Context: an optimization exercise on an open-source flow, tuned for small area. The choices shown serve that exercise and are no tape-out recipe. No functional check of the RTL was part of this run. Power is estimated from default activity; no workload was simulated.

**design/flow/config.mk**
```make
export PLATFORM = sky130hd
export DESIGN_NAME = WcaUpConverter
export DESIGN_NICKNAME = WcaUpConverter
export VERILOG_FILES = /design/flow/design.v
export SDC_FILE = /design/flow/constraint.sdc
export NUM_CORES = 4
export LEC_CHECK = 0
export CAP_MARGIN = 20
export CORE_MARGIN = 2
export CORE_UTILIZATION = 40
export SLEW_MARGIN = 20
```
**design/flow/constraint.sdc**
```tcl
create_clock -name core_clock -period 8.0 [get_ports {clock}]
set_input_delay 1.6000 -clock core_clock [delete_from_list [all_inputs] [get_ports {clock}]]
set_output_delay 1.6000 -clock core_clock [all_outputs]
set_load 0.01 [all_outputs]
```
**design/flow/design.v**
```verilog
`timescale 1ns / 1ps
module WcaCicInterp
(
	input wire clock,
	input wire reset,
	input wire enable,
	input wire strobe_cic,
	input wire strobe_if,
	input wire [3:0] log2_rate,
	input  wire [15:0] data_in,
	output wire [15:0] data_out
);
reg [24+15:0] comb1;
reg [24+15:0] comb2;
reg [24+15:0] comb3;
reg [24+15:0] pipe1;
reg [24+15:0] pipe2;
reg [24+15:0] pipe3;
reg [24+15:0] integ1;  
reg [24+15:0] integ2;
reg [24+ 15:0] integ3;
always @(posedge clock)
	if(reset | ~enable)
		begin
			pipe1 <= 0;
			pipe2 <= 0;
			pipe3 <= 0;
			comb1 <= 0;
			comb2 <= 0;
			comb3 <= 0;	
		end
	else if (strobe_cic)
		begin
			comb1 <= data_in;
			pipe1 <= data_in - comb1;
			comb2 <= pipe1;
			pipe2 <= pipe1 - comb2;
			comb3 <= pipe2;
			pipe3 <= pipe2 - comb3;
		end
reg [15:0] data_store;
always @(posedge clock)
	if(reset | ~enable)
		begin
			integ1 <= 0;
			integ2 <= 0;
			integ3 <= 0;
		end
	else if (strobe_if)
		begin
			integ1 <= integ1 + pipe3; 
			integ2 <= integ2 + integ1; 
			integ3 <= integ3 + integ2; 
			case(log2_rate)
				4'h1:  data_store <= integ3[18:3];
				4'h2:  data_store <= integ3[21:6];
				4'h3:  data_store <= integ3[24:9];
				4'h4:  data_store <= integ3[27:12];
				4'h5:  data_store <= integ3[30:15];
				4'h6:  data_store <= integ3[33:18];
				4'h7:  data_store <= integ3[36:21];
				4'h8:  data_store <= integ3[39:24];
				default: data_store <= integ3[15:0];
			endcase
		end
assign data_out = data_store;
endmodule
`timescale 1 ns/100 ps
module WcaCordic12 (reset,ngreset,clock, strobeData, X0, Y0, A0, XN, YN, AN);
  parameter BIT_WIDTH   = 12;
  parameter ITERATIONS  = 12;
  parameter MODE        = 0;  
  input clock, reset, ngreset,strobeData;
  input signed  [BIT_WIDTH-1:0] X0, Y0, A0;
  output signed [BIT_WIDTH-1:0] XN, YN, AN;
  wire signed [BIT_WIDTH-1:0] x_w [ITERATIONS-1:1];
  wire signed [BIT_WIDTH-1:0] y_w [ITERATIONS-1:1];
  wire signed [BIT_WIDTH-1:0] a_w [ITERATIONS-1:1];
    localparam [143:0] arctanLUT = { 12'h0, 12'h1, 12'h1, 12'h3, 12'h5, 12'ha, 12'h14, 12'h29, 12'h51, 12'ha0, 12'h12e,  12'h200  };
    CordicCalc #(0,MODE,BIT_WIDTH) pcc_0(.reset(reset), .ngreset(ngreset), .clock(clock), .strobeData( strobeData),
               .X0(X0), .Y0(Y0), .A0(A0), .aRom(arctanLUT[BIT_WIDTH-1:0]),
               .XN(x_w[1]), .YN(y_w[1]), .AN(a_w[1])  );
    genvar i;
    generate for(i=1; i<ITERATIONS-1; i=i+1) begin: pcc_1
      CordicCalc #(i,MODE,BIT_WIDTH) pcc_1(.reset(reset), .ngreset(ngreset), .clock(clock), .strobeData( strobeData),
               .X0(x_w[i]), .Y0(y_w[i]), .A0(a_w[i]), .aRom(arctanLUT[(i+1)*BIT_WIDTH-1:i*BIT_WIDTH]),
               .XN(x_w[i+1]), .YN(y_w[i+1]), .AN(a_w[i+1])  );
    end
	endgenerate 
    CordicCalc #(ITERATIONS-1,MODE,BIT_WIDTH) pcc_2(.reset(reset),.ngreset(ngreset),.clock(clock), .strobeData( strobeData),
               .X0(x_w[ITERATIONS-1]), .Y0(y_w[ITERATIONS-1]), .A0(a_w[ITERATIONS-1]), 
               .aRom(arctanLUT[ITERATIONS*BIT_WIDTH-1:(ITERATIONS-1)*BIT_WIDTH]),
               .XN(XN), .YN(YN), .AN(AN)  );
endmodule
module CordicCalc(reset,ngreset,clock, strobeData, X0, Y0, A0, XN, YN, AN, aRom);
  parameter RSHIFT = 0;
  parameter MODE = 0;    
  parameter BIT_WIDTH = 12;
  input reset, ngreset, clock, strobeData;
  input  signed [BIT_WIDTH-1:0] X0, Y0, A0;
  input  signed [BIT_WIDTH-1:0] aRom;
  output signed [BIT_WIDTH-1:0] XN, YN, AN;
  wire d;
  reg signed [BIT_WIDTH-1:0] XN, YN, AN;
  assign d = (MODE==0)? A0[BIT_WIDTH-1] : ~Y0[BIT_WIDTH-1];  
  always @ (posedge clock) begin
      if(reset) begin
        AN <=  0;
        XN <=  0;
        YN <=  0;
      end
      else
        if (d & strobeData)    begin 
          AN <=  A0 + aRom; 
          XN <=  X0 + (Y0>>>RSHIFT);
          YN <=  Y0 - (X0>>>RSHIFT);
        end
        else if (strobeData)      begin 
          AN <=  A0 - aRom; 
          XN <=  X0 - (Y0>>>RSHIFT);
          YN <=  Y0 + (X0>>>RSHIFT);
        end       
  end   
endmodule
module WcaUpConverter
(
	input              	clock,
	input              	reset,
	input              	enable,
	input  	wire [7:0]  	cfg,				 
	input  	wire       		strobe_cic,   	 
	input  	wire [31:0] 	phase_cordic, 	 
	input		wire [3:0]  	log2_rate,
	input	  wire			strobe_if,
	input   wire	[31:0] iq_bb_in,
	output  reg		[23:0] iq_if_out
  );
  parameter MODE  =  4'hB; 		 
	wire  aclr = cfg[1];  
	wire [15:0] ihb_in = iq_bb_in[15:0];
	wire [15:0] qhb_in = iq_bb_in[31:16];
	wire [11:0] icor_in;
	wire [11:0] qcor_in;
	wire [23:0] cor_out;
	wire [15:0] icic_in;
	wire [15:0] qcic_in;
	wire hb_strobe_out;
	wire cic_strobe_out;
assign icic_in 		= ihb_in; 
assign qcic_in 		= qhb_in;
generate if( MODE & 3'h2)
  begin
  	wire [15:0] icic_out;
   wire [15:0] qcic_out;
   reg [15:0] icic_latch;
	reg [15:0] qcic_latch;
	WcaCicInterp cic_i (
	 .clock(clock), 
    .reset(reset | aclr), 
    .enable(enable), 
    .strobe_cic(strobe_cic), 
    .strobe_if(strobe_if), 
    .log2_rate(log2_rate), 
    .data_in(icic_in), 
    .data_out(icic_out)
    );
	WcaCicInterp cic_q (
    .clock(clock), 
    .reset(reset | aclr), 
    .enable(enable), 
    .strobe_cic(strobe_cic), 
    .strobe_if(strobe_if), 
    .log2_rate(log2_rate), 
    .data_in(qcic_in), 
    .data_out(qcic_out)
    );
	always @(posedge clock)
	begin
		if( strobe_if)
		 begin
			icic_latch<= icic_out;
			qcic_latch<= qcic_out;
		 end
	end	 
	wire bypassCic    	=  MODE[3] & cfg[3];
   assign icor_in 		= (bypassCic) ? icic_in[15:4] : icic_latch[15:4];
	assign qcor_in 		= (bypassCic) ? qcic_in[15:4] : qcic_latch[15:4] ;
	end
else 
 begin 
    assign icor_in 			= icic_in[15:4] ;
    assign qcor_in 			= qcic_in[15:4] ;
  end   
endgenerate
generate if( MODE & 3'h1)
  begin
  wire [11:0] icordicout_internal;
  wire [11:0] qcordicout_internal;
    reg [11:0] X0;
    reg [11:0] Y0;
    reg [11:0] A0;
    always @(posedge clock) 
     case({strobe_if, phase_cordic[31:30]})
       3'b101 :   
        begin            
            X0 <= -qcor_in;
            Y0 <= icor_in;
            A0 <= phase_cordic[31:20] - 12'h400;                    
        end
       3'b110 :  
        begin
            X0 <= qcor_in;
            Y0 <= -icor_in;
            A0 <= phase_cordic[31:20] + 12'h400;                    
        end
       3'b100:  
			begin
            X0 <= icor_in;
            Y0 <= qcor_in;
            A0 <= phase_cordic [31:20];
        end
       3'b111:  
			begin
            X0 <= icor_in;
            Y0 <= qcor_in;
            A0 <= phase_cordic [31:20];
        end
    endcase
    WcaCordic12  #(12,12,0) cordic
    ( 
       .ngreset(1'b1), .clock(clock),.reset(reset | aclr), .strobeData(strobe_if),
       .X0(X0), .Y0(Y0),.A0(A0),
       .XN(icordicout_internal), .YN(qcordicout_internal), .AN() 
    );	 
	wire bypassCordic    = MODE[3] & cfg[2];
	assign cor_out = (bypassCordic) ? {qcor_in, icor_in} : {qcordicout_internal, icordicout_internal};
  end
else  
  begin
    assign cor_out = {qcor_in, icor_in};
  end
endgenerate 
	always @(posedge clock)
	begin
		if( strobe_if)	iq_if_out <= cor_out;
	end
endmodule  
```
**design/flow/run.sh**
```bash
#!/bin/bash
# synth_recipe.tcl (not shown) runs the flow's synth.tcl, then flattens the netlist and writes it again
# the make line also repeats each setting of config.mk as NAME=value (left out here)
make -C /OpenROAD-flow-scripts/flow DESIGN_CONFIG=/design/flow/config.mk WORK_HOME=/design/flow/orfs CLKGATE_MAP_FILE= SYNTH_SCRIPT=/design/flow/synth_recipe.tcl finish
```
==> run notes <==
==> metrics by stage <==
| step | instances | total power, mW | setup WS, ns | cell area [um^2] | util (%) |
|---|---|---|---|---|---|
| after global placement | 11300 | 14.3 | 2.04 | 78200 | 41.8 |
| after global routing | 11600 | 22.1 | 2.38 | 82800 | 44.2 |
| final | 11600 | 20.6 | 2.87 | 82800 | 44.2 |
| after detailed placement | 11300 | 14.4 | 2.08 | 78200 | 41.8 |
| after CTS | 11600 | 20.8 | 2.92 | 82800 | 44.2 |
| after floorplan | 9061 | 12.7 | 2.72 | 75100 | - |
==> cells by family after synthesis <==
| kind of cell | after synthesis | synth area share, % |
|---|---|---|
| AOI/OAI and AO/OA | 2444 | 20.3 |
| xor gates and xnor gates | 672 | 7.85 |
| adders and majority gates | 844 | 14.6 |
| buffers and inverters | 928 | 4.67 |
| DFF | 1096 | 30.7 |
| muxes | 540 | 7.22 |
| and+or+nand+nor | 2537 | 14.7 |
==> final cells by class <==
cell class,count,share of cell area (%)
Clock buffer,193,4.87
Clock inverter,55,0.668
Multi-Input combinational cell,7037,58.8
Sequential cell,1096,27.8
Inverter,538,2.45
Timing Repair Buffer,147,1.66
Antenna cell,2,0.00604
Tap cell,2495,3.77
==> cells in the mapped netlist (51+ instances only) <==
cell type     n  share of area [%]
a211oi_1    126                1.3
a21boi_0     52               0.52
a21o_1      297                3.0
a21oi_1     790                5.3
a22oi_1      51               0.51
a31oi_1      57               0.47
clkbuf_1    338                1.7
dfxtp_1     988                 26
edfxtp_1    108                4.3
fa_1         51                1.4
ha_1        793                 13
inv_1       534                2.7
mux2i_1     527                7.0
nand2_1     595                3.0
nand2b_1     75               0.62
nand3_1     134               0.89
nand4_1      59               0.49
nor2_1     1240                6.2
nor2b_1     101               0.84
nor3_1      131               0.87
o21a_1       55               0.55
o21ai_0     555                3.7
o21bai_1    137                1.4
xnor2_1     454                5.3
xor2_1      217                2.5
==> final timing paths <==
check             cells after the start  slack (ns)                                                  to
setup / recovery                     14        2.87  genblk2.cordic.pcc_1[10].pcc_1.YN[11]$_SDFFE_PP0P_
hold / removal                        0        0.42                     genblk1.qcic_latch[6]$_DFFE_PP_
setup reg to reg                     13        4.01  genblk2.cordic.pcc_1[10].pcc_1.YN[11]$_SDFFE_PP0P_
hold reg to reg                       0        0.42                     genblk1.qcic_latch[6]$_DFFE_PP_
==> power breakdown <==
group	total (mW)	internal (mW)	switching [mW]
Combinational	7.96	3.57	4.39
Sequential	6.33	5.92	0.410
Clock	6.26	3.77	2.49
Total	20.6	13.3	7.29
==> worst reg2reg max path: stages, from the launching register on <==
cell and delay, ns:
dfxtp_1 0.31, nand2_1 0.58, mux2i_1 0.89, ha_1 0.42
o21ai_0 0.14, a21boi_0 0.16, o21ai_0 0.24, a21boi_0 0.15
o21ai_0 0.22, a21boi_0 0.15, o21ai_0 0.22, a21oi_1 0.14
xnor2_1 0.17, a21oi_1 0.08
==> routing by layer <==
| layer | up-vias | global-route usage (%) | share of wire, % |
|---|---|---|---|
| met2 | 1104 | 34.2 | 47 |
| met5 | - | 0 | 0 |
| li1 | 31800 | - | - |
| met3 | 324 | 2.41 | 3.5 |
| met4 | 0 | 7.09 | 3.3 |
| met1 | 28800 | 25.3 | 46 |
==> flow_metrics.py <==
metrics = {
    "grt": {
        "track_usage_pct": 19.8,
        "antenna_found_initial": 13,
        "grt_pass1_wl_um": 314000,
        "grt_pass1_vias": 60500,
        "globalRouteOverflowTotal": 0,
        "grt_max_degree": 158,
    },
    "job": {
        "max_cap_viol_count": 0,
    },
    "placed_design": {
        "dp_hpwl_um": 143000,
        "gp_congestion": 0.900,
        "io_buffers": 79,
    },
    "clocking": {
        "cts_tree": "built",
        "cts_resized": 0,
        "root_buffer": "clkbuf_16",
        "postCtsHoldBufs": 0,
        "clk_latency_ns": 0.78,
        "h-tree-depth": 4,
        "clkTransAtPathRegs_ns": 0.06,
        "numCtsBuffers": 136,
        "postCtsSetupBuffers": 0,
        "cts_sinks": 1096,
        "cts_buffer_depth": 3,
    },
    "synth": {
        "synth_edf_count": 108,
        "synthFlopType": "dfxtp_1",
        "synth_cell_types": 92,
        "syn_area_per_cell_um2": 8.29,
        "synth_seq_area_share_pct": 30.7,
        "syn-cell-area_um2": 75100,
        "synthArstFlopShare_pct": 0,
        "syn_nets": 9986,
        "syn_inst": 9061,
        "ys_ff_latch": 1096,
        "yosysWarnings": 15,
    },
    "finish": {
        "final_common_cell": "nor2_1",
        "nNetsFinal": 9881,
        "fillerInstances": 18400,
        "seq_area_um2": 23000,
        "multi_input_area_um2": 48700,
        "drive_above_1_share_pct": 4.02,
        "syn2layout_area_growth_pct": 10.3,
        "largestRegisters": "genblk2.cordic.pcc_1.pcc_1.XN x120, genblk2.cordic.pcc_1.pcc_1.YN x120, genblk2.cordic.pcc_1.pcc_1.AN x109",
        "layout_common_cells": "nor2_1 (1,236), dfxtp_1 (988), ha_1 (793)",
    },
    "worst_setup_path": {
        "worst-path-buf-inv": 1,
        "worstPathRequired_ns": 8.63,
        "cp.arrival_ns": 5.77,
        "worstReg2RegStart": "genblk2.cordic.pcc_1[9].pcc_1.AN[11]$_SDFFE_PP0P_",
        "critical_path.max_fanout": 53,
        "critical_path.startpoint_type": "input port",
        "crit_start": "strobe_if",
        "cp_cell_sequence": "buf_8 -> nand2_1 -> mux2i_1 -> ha_1 -> o21ai_0 -> a21boi_0 -> o21ai_0 -> a21boi_0 -> o21ai_0 -> a21boi_0 -> o21ai_0 -> a21oi_1 -> xnor2_1 -> a21oi_1",
        "path_class": "input port to register",
        "critPathMaxStageDelay_ns": 0.95,
        "cp_slowest_cell": "mux2i_1",
        "cp_top_family": "compound AO/OA/AOI/OAI gates",
        "end_kind": "register",
        "timing.critical_path.mode_cell": "o21ai_0",
    },
    "timing": {
        "maxSlewViolCount": 0,
        "setup_tns_ns": 0,
        "relSlewSlack_pct": 26.8,
        "fmax_mhz": 195,
        "grt_setup_unrepaired": "no",
        "fin_crit_sh_pct": 64.2,
        "hold_viol": 0,
        "finClkSkew_ns": 0.0309,
        "holdWs_ns": 0.416,
        "fin_crit_ns": 5.13,
        "setup_viol": 0,
        "max_slew.worst_pin.slew_ns": 1.09,
    },
    "pwr": {
        "peakVddDrop_uv": 201,
        "power.density_nw_per_um2": 248,
        "p_leak_nw": 36.2,
    },
    "run_status": {
        "status": "finished clean",
    },
    "floorplanning": {
        "chipHeight_um": 437,
        "die-width_um": 437,
        "core.rowCount": 159,
        "io_pins": 105,
        "core_um2": 187000,
        "dieArea_um2": 191000,
        "start_util_pct": 40.1,
    },
    "detailed_routing": {
        "vias_per_cell": 5.36,
        "wl_um": 193000,
        "dr_total_vias": 62000,
        "drc_errors": 0,
        "postRouteAntennaNets": 0,
        "avgRoutedWirePerCell_um": 16.7,
        "drtIter0Drc": 3617,
        "dr.pass1.iters": 10,
    },
    "worst_hold_path": {
        "min_from": "genblk1.cic_q.data_store[6]$_DFFE_PP_",
        "min_path_type": "register to register",
    },
}

-- port drivers added, routing unchanged --
In the flow no input, the clock included, has a driving cell. The finished layout below was timed again as built, in two steps. Step 1 (the two cells are an assumption about what drives the block):
set clk [get_ports {clock}]
set_driving_cell -lib_cell sky130_fd_sc_hd__clkbuf_16 $clk
set_driving_cell -lib_cell sky130_fd_sc_hd__buf_2 [delete_from_list [all_inputs] $clk]
Step 2 moves the port delays by t, midway between the first and last clock arrival at a register: inputs arrive t later, outputs are due t later. That takes back most of the time a late clock gives input paths. a / b / c = ideal / step 1 / step 2; a / b = the first two.
t, ns: 0.849
setup WS [ns]: 2.866 / 2.894 / 2.045
latest minus earliest clock arrival (ns): 0.032 / 0.032
After both steps setup and hold are still met in this run. The setup slack of this run moves by +0.028 ns with the drivers and by -0.821 ns with both steps.
